This is an optimization exercise on Yosys and OpenROAD, whose aim is small area and a short achievable clock period, not a production implementation.
At most, simulation tests tie the RTL to the original design; equivalence was not proved.
No activity file was given, so power comes from the tool's default toggle rates.

## job 8471
==> flow/design.v <==
module QPU_V(
  input clk,reset,RDY,
  input [15:0]IR,
  input IRQ1,IRQ2,
  input [7:0] A_result,
  input A_vin,A_cin,
  input [7:0] M_Din,
  input I1,I2,I3,I4,
  output [11:0] pc_out,
  output [9:0]  W_AddrO,
  output [7:0]  W_DoutO,
  output [9:0]  M_AddrO,
  output M_WEO,M_IO,
  output A_adc_sbc,A_cout,
  output [7:0] Op1,Op2,
  output [7:0] ST,OPS,RA,RF,RSP
);
reg        s1;
reg        OPSTR;
reg        IOMode,MWE0,MWEO,LAB7;
reg [3:0]  LWx;
reg [11:0] pc;
reg [9:0]  SP,RX,RY,WAddr;
reg [7:0]  Acc,Flags;
reg [7:0]  OP1R,OP2R;
reg        F1,F2;
reg [2:0]  COP_TYPE,IR_TYPE;
reg [7:0]  WSEL;
reg [2:0]  TT;
wire [2:0] IR_CMD = IR[14:12];
wire [3:0] IR_REG = IR[11:8];
wire [3:0] IR_REGB= IR[3:0];
wire [3:0] PK_REG = (IR_REG >4'b1001)? 4'b1000:IR_REG;
wire [3:0] PK_REGB= (IR_REGB>4'b1001)? 4'b1000:IR_REGB;
wire [7:0] WD_REST;
QPU_V_alu u_alu(.tt(TT), .sh(WSEL[4]), .in(WSEL[5]), .ac(WSEL[7]), .a(OP1R), .b(OP2R), .c(Flags[0]), .acc(Acc), .y(WD_REST));
wire [7:0] WD;
QPU_V_wdsel u_wdsel(.a(A_result), .s(WSEL[3]), .rest(WD_REST), .y(WD));
wire C_NEXT = WSEL[3] ? A_cin : WSEL[4] ? OP1R[0] : Flags[0];
wire OP_PSH_POP = (IR_TYPE[1:0]==2'b01) & ~LAB7 & COP_TYPE[2] & COP_TYPE[1];
wire [9:0] PBASE = ~s1 ? SP : (IR_TYPE==3'b110) ? RX : (IR_TYPE==3'b111) ? RY : SP;
wire       POP   = s1 & OP_PSH_POP & ~COP_TYPE[0];
wire [7:0] POFF  = IR[7:0] | {8{POP}};
wire [9:0] PDIFF = PBASE - {{2{POFF[7]}},POFF};
wire dec = ~s1 & ~IR[15];
reg [6:0]  n_OP_TYPE;
function [6:0] optype(input [2:0] cmd);
    case (cmd)
    3'b000: optype=7'b0000001;
    3'b001: optype=7'b0000010;
    3'b010: optype=7'b0000100;
    3'b011: optype=7'b0001000;
    3'b100: optype=7'b0010000;
    3'b101: optype=7'b0001000;
    3'b110: optype=7'b0100000;
    default: optype=7'b1000000;
    endcase
endfunction
always @* n_OP_TYPE=optype(IR_CMD);
wire [6:0] OP_TYPE = s1 ? optype(COP_TYPE) : {OPSTR, TT[2]&TT[0]&~TT[1], WSEL[5]|WSEL[4], WSEL[3], ~TT[2]&TT[1], TT[2]&TT[1], TT[2]&~TT[0]};
wire eq1  = (LWx==PK_REG);
wire eq2  = (LWx==PK_REGB);
wire r1f  = (IR_REG==4'b1001);
wire r1a  = IR_REG[3] | (IR_CMD>=3'b110);
wire r2   = (IR_REG[3:1]==3'b101);
wire r2f  = (IR_REGB==4'b1001);
wire r2a  = IR_REGB[3];
wire f1 = dec ? (~eq1 & ~r1f & ~r1a) : F1;
wire f2 = dec ? (r2 & ~eq2 & ~r2f & ~r2a) : F2;
wire [4:0] s_op1 = {~dec & ~F1,
                    dec & ~eq1 & ~r1f & r1a,
                    dec & ~eq1 & r1f,
                    dec & eq1,
                    f1};
wire [5:0] s_op2 = {~dec & ~F2,
                    dec & ~r2,
                    dec & r2 & ~eq2 & ~r2f & r2a,
                    dec & r2 & ~eq2 & r2f,
                    dec & r2 & eq2,
                    f2};
wire [7:0] n_OP1R, n_OP2R;
QPU_V_ao5 u_op1(.s(s_op1), .d0(M_Din), .d1(WD), .d2(Flags), .d3(Acc), .d4(OP1R), .y(n_OP1R));
QPU_V_ao6 u_op2(.s(s_op2), .d0(M_Din), .d1(WD), .d2(Flags), .d3(Acc), .d4(IR[7:0]), .d5(OP2R), .y(n_OP2R));
wire mem = (IR_REG>=4'b1100);
wire ext = (IR_CMD==3'b100) & (IR_REG>4'b1000);
wire       n_s1  = ~reset & dec & (mem | ext);
wire [6:0] n_OPT = reset ? 7'd0 : s1 ? optype(COP_TYPE) : IR[15] ? 7'd0 : n_OP_TYPE;
wire [7:0] n_WSEL = n_s1 ? 8'b10000000 :
                    {~|n_OPT[5:0], n_OPT[5], n_OPT[4]&IR[7], n_OPT[4]&~IR[7], n_OPT[3:0]};
always @(posedge clk)
begin
    LAB7<=IR[7];
    IR_TYPE<=IR[10:8];
    COP_TYPE<=IR[14:12];
    F1<=f1;
    F2<=f2;
    OP1R<= n_OP1R;
    OP2R<= n_OP2R;
    s1<=n_s1;
    OPSTR<=~n_s1 & n_OPT[6];
    WSEL<=n_WSEL;
    TT<={n_WSEL[0]|n_WSEL[1]|n_WSEL[6], n_WSEL[1]|n_WSEL[2], n_WSEL[1]|n_WSEL[2]|n_WSEL[6]};
    if (reset)
    begin
        IOMode<=1'b0;
        MWE0<=1'b0;
        MWEO<=1'b0;
        LWx<=4'b1111;
        pc<=12'd0;
        SP<=10'h100;
        RX<=10'd0;
        RY<=10'd0;
        Flags<=8'd0;
        Acc<=8'hA5;
    end
    else if (~s1)
    begin
        if (~IR[15])
        begin
            if (mem)
            begin
                case (IR[9:8])
                2'b00: WAddr<={2'd0,IR[7:0]};
                2'b01: WAddr<=PDIFF;
                2'b10: WAddr<=RX;
                2'b11: WAddr<=RY;
                endcase
                IOMode<=(IR[7:6]==2'b00);
                MWE0<=1'b0;
                MWEO<=(IR_CMD==3'b111);
                LWx<=4'b1000;
            end
            else
            begin
                WAddr<={6'd0,PK_REG};
                IOMode<=1'b0;
                MWE0<=~ext;
                MWEO<=~ext;
                if (~ext) pc<=pc+12'd1;
                LWx<=PK_REG;
            end
            if (MWE0)
            begin
                if (LWx==4'b1001)
                    Flags<=WD;
                else
                begin
                    if (LWx>=4'b1000)
                        Acc<=WD;
                    Flags[0]<=C_NEXT;
                    Flags[1]<=(WD==8'd0);
                    if (n_OP_TYPE[3])
                        Flags[2]<=A_vin;
                    Flags[3]<=WD[7];
                end
            end
        end
        else
        begin
            LWx<=4'b1110;
            MWE0<=1'b0;
            MWEO<=1'b0;
            pc<=pc+12'd1;
        end
    end
    else
    begin
        if (COP_TYPE==3'b100)
        begin
            if (IR_TYPE[2:1]==2'b01)
                SP<={M_Din[1:0],Acc};
            else if (IR_TYPE==3'b101)
                SP<=PDIFF;
            else if (IR_TYPE==3'b110)
                RX<=PDIFF;
            else if (IR_TYPE==3'b111)
                RY<=PDIFF;
            LWx<=4'b1110;
            MWE0<=1'b0;
            MWEO<=1'b0;
        end
        else if (COP_TYPE<3'b110)
        begin
            WAddr<=10'd8;
            LWx<=4'b1000;
            MWE0<=1'b1;
            MWEO<=1'b1;
        end
        else
        begin
            if (COP_TYPE==3'b110)
                Acc<=M_Din;
            LWx<=4'b1110;
            MWE0<=1'b0;
            MWEO<=1'b0;
        end
        if (OP_PSH_POP)
        begin
            if (COP_TYPE[0])
                SP<=WAddr;
            else
                SP<=PDIFF;
        end
        IOMode<=1'b0;
        pc<=pc+12'd1;
    end
end
assign pc_out=pc;
assign W_AddrO=WAddr;
QPU_V_maddr u_maddr(.s1(s1), .wa(WAddr), .ra(IR[11:8]), .rb(IR[3:0]), .y(M_AddrO));
assign W_DoutO=WD;
assign M_WEO=MWEO;
assign M_IO=IOMode;
assign A_adc_sbc=~COP_TYPE[2];
assign A_cout=Flags[0];
assign Op1=OP1R;
assign Op2=OP2R;
assign ST={LWx,F2,COP_TYPE};
assign OPS={1'b0,OP_TYPE};
assign RA=Acc;
assign RF=Flags;
assign RSP=SP[7:0];
endmodule
module QPU_V_wdsel(input [7:0] a, input s, input [7:0] rest, output [7:0] y);
assign y = ({8{s}} & a) | rest;
endmodule
module QPU_V_maddr(input s1, input [9:0] wa, input [3:0] ra, input [3:0] rb, output [9:0] y);
wire [3:0] pa = (ra>4'b1001) ? 4'b1000 : ra;
wire [3:0] pb = (rb>4'b1001) ? 4'b1000 : rb;
assign y = s1 ? wa : {6'd0, ra[3] ? pb : pa};
endmodule
module QPU_V_ao5(input [4:0] s, input [7:0] d0, d1, d2, d3, d4, output [7:0] y);
assign y = ({8{s[0]}} & d0) | ({8{s[1]}} & d1) | ({8{s[2]}} & d2) | ({8{s[3]}} & d3) | ({8{s[4]}} & d4);
endmodule
module QPU_V_ao6(input [5:0] s, input [7:0] d0, d1, d2, d3, d4, d5, output [7:0] y);
assign y = ({8{s[0]}} & d0) | ({8{s[1]}} & d1) | ({8{s[2]}} & d2) | ({8{s[3]}} & d3) | ({8{s[4]}} & d4) | ({8{s[5]}} & d5);
endmodule
module QPU_V_alu(input [2:0] tt, input sh, input in, input ac, input [7:0] a, input [7:0] b, input c, input [7:0] acc, output [7:0] y);
wire [7:0] cy = {&a[6:0], &a[5:0], &a[4:0], &a[3:0], &a[2:0], &a[1:0], a[0], 1'b1};
genvar i;
generate for (i=0; i<8; i=i+1) begin : g
    assign y[i] = (a[i] ? (b[i] ? tt[2] : tt[1]) : (b[i] & tt[0]))
                | (sh & ((i==7) ? c : a[(i+1)%8]))
                | (in & (a[i] ^ cy[i]))
                | (ac & acc[i]);
end endgenerate
endmodule
==> flow/config.mk <==
export PLATFORM = sky130hd
export DESIGN_NAME = QPU_V
export DESIGN_NICKNAME = QPU_V
export VERILOG_FILES = /design/flow/design.v
export SDC_FILE = /design/flow/constraint.sdc
export NUM_CORES = 4
export LEC_CHECK = 0
export CAP_MARGIN = 20
export CORE_MARGIN = 2
export CORE_UTILIZATION = 40
export SETUP_SLACK_MARGIN = 3.0
export SLEW_MARGIN = 20
export SYNTH_HIERARCHICAL = 1
export SYNTH_MINIMUM_KEEP_SIZE = 0
export TNS_END_PERCENT = 0
==> flow/constraint.sdc <==
create_clock -name core_clock -period 6.0 [get_ports {clk}]
set_input_delay 1.2000 -clock core_clock [delete_from_list [all_inputs] [get_ports {clk}]]
set_output_delay 1.2000 -clock core_clock [all_outputs]
set_load 0.01 [all_outputs]
standard.sh (not shown) runs the stock make flow with config.mk's settings and CLKGATE_MAP_FILE= SYNTH_SCRIPT=/design/flow/synth_recipe.tcl, a recipe that flattens the netlist after the stock synthesis.
==> flow/flow/run.sh <==
#!/bin/bash
# Standard ORFS layout (the standard.sh, unchanged synthesis), with the
# port buffers made as sky130_fd_sc_hd__buf_1 instead of the resizer's pick,
# and a clock tree of clkbuf_8 without dummy loads.
set -euo pipefail
cd "$(dirname "$0")/.."
bash standard.sh "BUFFER_PORTS_ARGS=-buffer_cell sky130_fd_sc_hd__buf_1" \
  "CTS_ARGS=-sink_clustering_enable -repair_clock_nets -dont_use_dummy_load -buf_list sky130_fd_sc_hd__clkbuf_8 -root_buf sky130_fd_sc_hd__clkbuf_8" \
  finish > flow_make.log 2>&1
Edits applied to the flow inputs when going from job 8471 to job 6728:
-- flow/design.v --
<<< job 8471, line 27
reg [2:0]  COP_TYPE,IR_TYPE;
reg [7:0]  WSEL;
reg [2:0]  TT;
wire [2:0] IR_CMD = IR[14:12];
wire [3:0] IR_REG = IR[11:8];
>>> job 6728, line 27
reg [2:0]  COP_TYPE,IR_TYPE;
reg [7:0]  WSEL;
wire [2:0] IR_CMD = IR[14:12];
wire [3:0] IR_REG = IR[11:8];
<<< job 8471, line 34
wire [3:0] PK_REGB= (IR_REGB>4'b1001)? 4'b1000:IR_REGB;
wire [7:0] WD_REST;
QPU_V_alu u_alu(.tt(TT), .sh(WSEL[4]), .in(WSEL[5]), .ac(WSEL[7]), .a(OP1R), .b(OP2R), .c(Flags[0]), .acc(Acc), .y(WD_REST));
wire [7:0] WD;
QPU_V_wdsel u_wdsel(.a(A_result), .s(WSEL[3]), .rest(WD_REST), .y(WD));
wire C_NEXT = WSEL[3] ? A_cin : WSEL[4] ? OP1R[0] : Flags[0];
wire OP_PSH_POP = (IR_TYPE[1:0]==2'b01) & ~LAB7 & COP_TYPE[2] & COP_TYPE[1];
wire [9:0] PBASE = ~s1 ? SP : (IR_TYPE==3'b110) ? RX : (IR_TYPE==3'b111) ? RY : SP;
wire       POP   = s1 & OP_PSH_POP & ~COP_TYPE[0];
wire [7:0] POFF  = IR[7:0] | {8{POP}};
wire [9:0] PDIFF = PBASE - {{2{POFF[7]}},POFF};
wire dec = ~s1 & ~IR[15];
reg [6:0]  n_OP_TYPE;
function [6:0] optype(input [2:0] cmd);
>>> job 6728, line 33
wire [3:0] PK_REGB= (IR_REGB>4'b1001)? 4'b1000:IR_REGB;
wire [7:0] WD_REST;
QPU_V_alu u_alu(.sel(WSEL), .a(OP1R), .b(OP2R), .c(Flags[0]), .acc(Acc), .y(WD_REST));
wire [7:0] WD;
QPU_V_wdsel u_wdsel(.a(A_result), .s(WSEL[3]), .rest(WD_REST), .y(WD));
wire C_NEXT = WSEL[3] ? A_cin : WSEL[4] ? OP1R[0] : Flags[0];
wire [9:0] PBASE = ~s1 ? SP : (IR_TYPE==3'b110) ? RX : (IR_TYPE==3'b111) ? RY : SP;
wire [9:0] PDIFF;
QPU_V_psub u_psub(.a(PBASE), .b(IR[7:0]), .y(PDIFF));
wire dec = ~s1 & ~IR[15];
wire OP_PSH_POP = (IR_TYPE[1:0]==2'b01) & ~LAB7 & COP_TYPE[2] & COP_TYPE[1];
reg [6:0]  n_OP_TYPE;
function [6:0] optype(input [2:0] cmd);
<<< job 8471, line 58
endfunction
always @* n_OP_TYPE=optype(IR_CMD);
wire [6:0] OP_TYPE = s1 ? optype(COP_TYPE) : {OPSTR, TT[2]&TT[0]&~TT[1], WSEL[5]|WSEL[4], WSEL[3], ~TT[2]&TT[1], TT[2]&TT[1], TT[2]&~TT[0]};
wire eq1  = (LWx==PK_REG);
wire eq2  = (LWx==PK_REGB);
>>> job 6728, line 56
endfunction
always @* n_OP_TYPE=optype(IR_CMD);
wire [6:0] OP_TYPE = s1 ? optype(COP_TYPE) : {OPSTR, WSEL[6], WSEL[5]|WSEL[4], WSEL[3:0]};
wire eq1  = (LWx==PK_REG);
wire eq2  = (LWx==PK_REGB);
<<< job 8471, line 100
    OPSTR<=~n_s1 & n_OPT[6];
    WSEL<=n_WSEL;
    TT<={n_WSEL[0]|n_WSEL[1]|n_WSEL[6], n_WSEL[1]|n_WSEL[2], n_WSEL[1]|n_WSEL[2]|n_WSEL[6]};
    if (reset)
    begin
>>> job 6728, line 98
    OPSTR<=~n_s1 & n_OPT[6];
    WSEL<=n_WSEL;
    if (reset)
    begin
<<< job 8471, line 200
                SP<=WAddr;
            else
                SP<=PDIFF;
        end
        IOMode<=1'b0;
>>> job 6728, line 197
                SP<=WAddr;
            else
                SP<=SP+10'd1;
        end
        IOMode<=1'b0;
<<< job 8471, line 236
assign y = ({8{s[0]}} & d0) | ({8{s[1]}} & d1) | ({8{s[2]}} & d2) | ({8{s[3]}} & d3) | ({8{s[4]}} & d4) | ({8{s[5]}} & d5);
endmodule
module QPU_V_alu(input [2:0] tt, input sh, input in, input ac, input [7:0] a, input [7:0] b, input c, input [7:0] acc, output [7:0] y);
wire [7:0] cy = {&a[6:0], &a[5:0], &a[4:0], &a[3:0], &a[2:0], &a[1:0], a[0], 1'b1};
genvar i;
generate for (i=0; i<8; i=i+1) begin : g
    assign y[i] = (a[i] ? (b[i] ? tt[2] : tt[1]) : (b[i] & tt[0]))
                | (sh & ((i==7) ? c : a[(i+1)%8]))
                | (in & (a[i] ^ cy[i]))
                | (ac & acc[i]);
end endgenerate
endmodule
>>> job 6728, line 233
assign y = ({8{s[0]}} & d0) | ({8{s[1]}} & d1) | ({8{s[2]}} & d2) | ({8{s[3]}} & d3) | ({8{s[4]}} & d4) | ({8{s[5]}} & d5);
endmodule
module QPU_V_alu(input [7:0] sel, input [7:0] a, input [7:0] b, input c, input [7:0] acc, output [7:0] y);
wire [7:0] inc = a+8'd1;
assign y = ({8{sel[0]}} & (a & b))
         | ({8{sel[1]}} & (a | b))
         | ({8{sel[2]}} & (a ^ b))
         | ({8{sel[4]}} & {c,a[7:1]})
         | ({8{sel[5]}} & inc)
         | ({8{sel[6]}} & b)
         | ({8{sel[7]}} & acc);
endmodule
module QPU_V_psub(input [9:0] a, input [7:0] b, output [9:0] y);
assign y = a - {{2{b[7]}},b};
endmodule
## What came out
Job 6728: done, clean on timing, DRC and antenna
Job 6728 vs. job 8471: total via count after detailed routing shows an increase of 574; relative max-transition margin +6.7 points; clock skew lower.
Summary of job 6728 over job 8471: power share of the clock group down 0.5 points, share of the cycle needed by the critical path after routing down 1.2 points.
Number of nets at the end of the flow, job 6728 and job 8471, lower one = job 8471.
Comparing job 6728 and job 8471, the higher critical path depth was measured on job 8471.
Between job 8471 and job 6728, the flow reports full die area increasing by a little under 10%.
Only the layout flow was run in job 6728; the RTL was not checked for function there.

-- port drivers added, routing unchanged --
The results above use ideal ports. As a check the final layouts listed here were re-extracted and re-timed, cells and wires unchanged. Step 1: set_driving_cell puts a clkbuf_16 on clk and a buf_2 on each other input, an assumption about the parent block. Step 2 times the ports against the registers' clock, not the clock port: input delays grow and output delays shrink by t, the midpoint of the rising clock arrivals with the driver on. Three values: ideal ports, drivers, drivers and shift; two values: the first two.
run | shift t [ns] | slack for setup (ns) | worst register clock-pin slew, ns | worst slew at a driven data input, ns
job 8471 | 0.435 | 2.739 / 2.705 / 2.400 | 0.11 / 0.11 | 0.04
job 6728 | 0.417 | 2.813 / 2.705 / 2.472 | 0.11 / 0.11 | 0.17
After both steps setup and hold are still met in every run listed. For job 6728, which loses most, drivers alone change the setup slack by -0.108 ns; drivers and shift together by -0.341 ns.
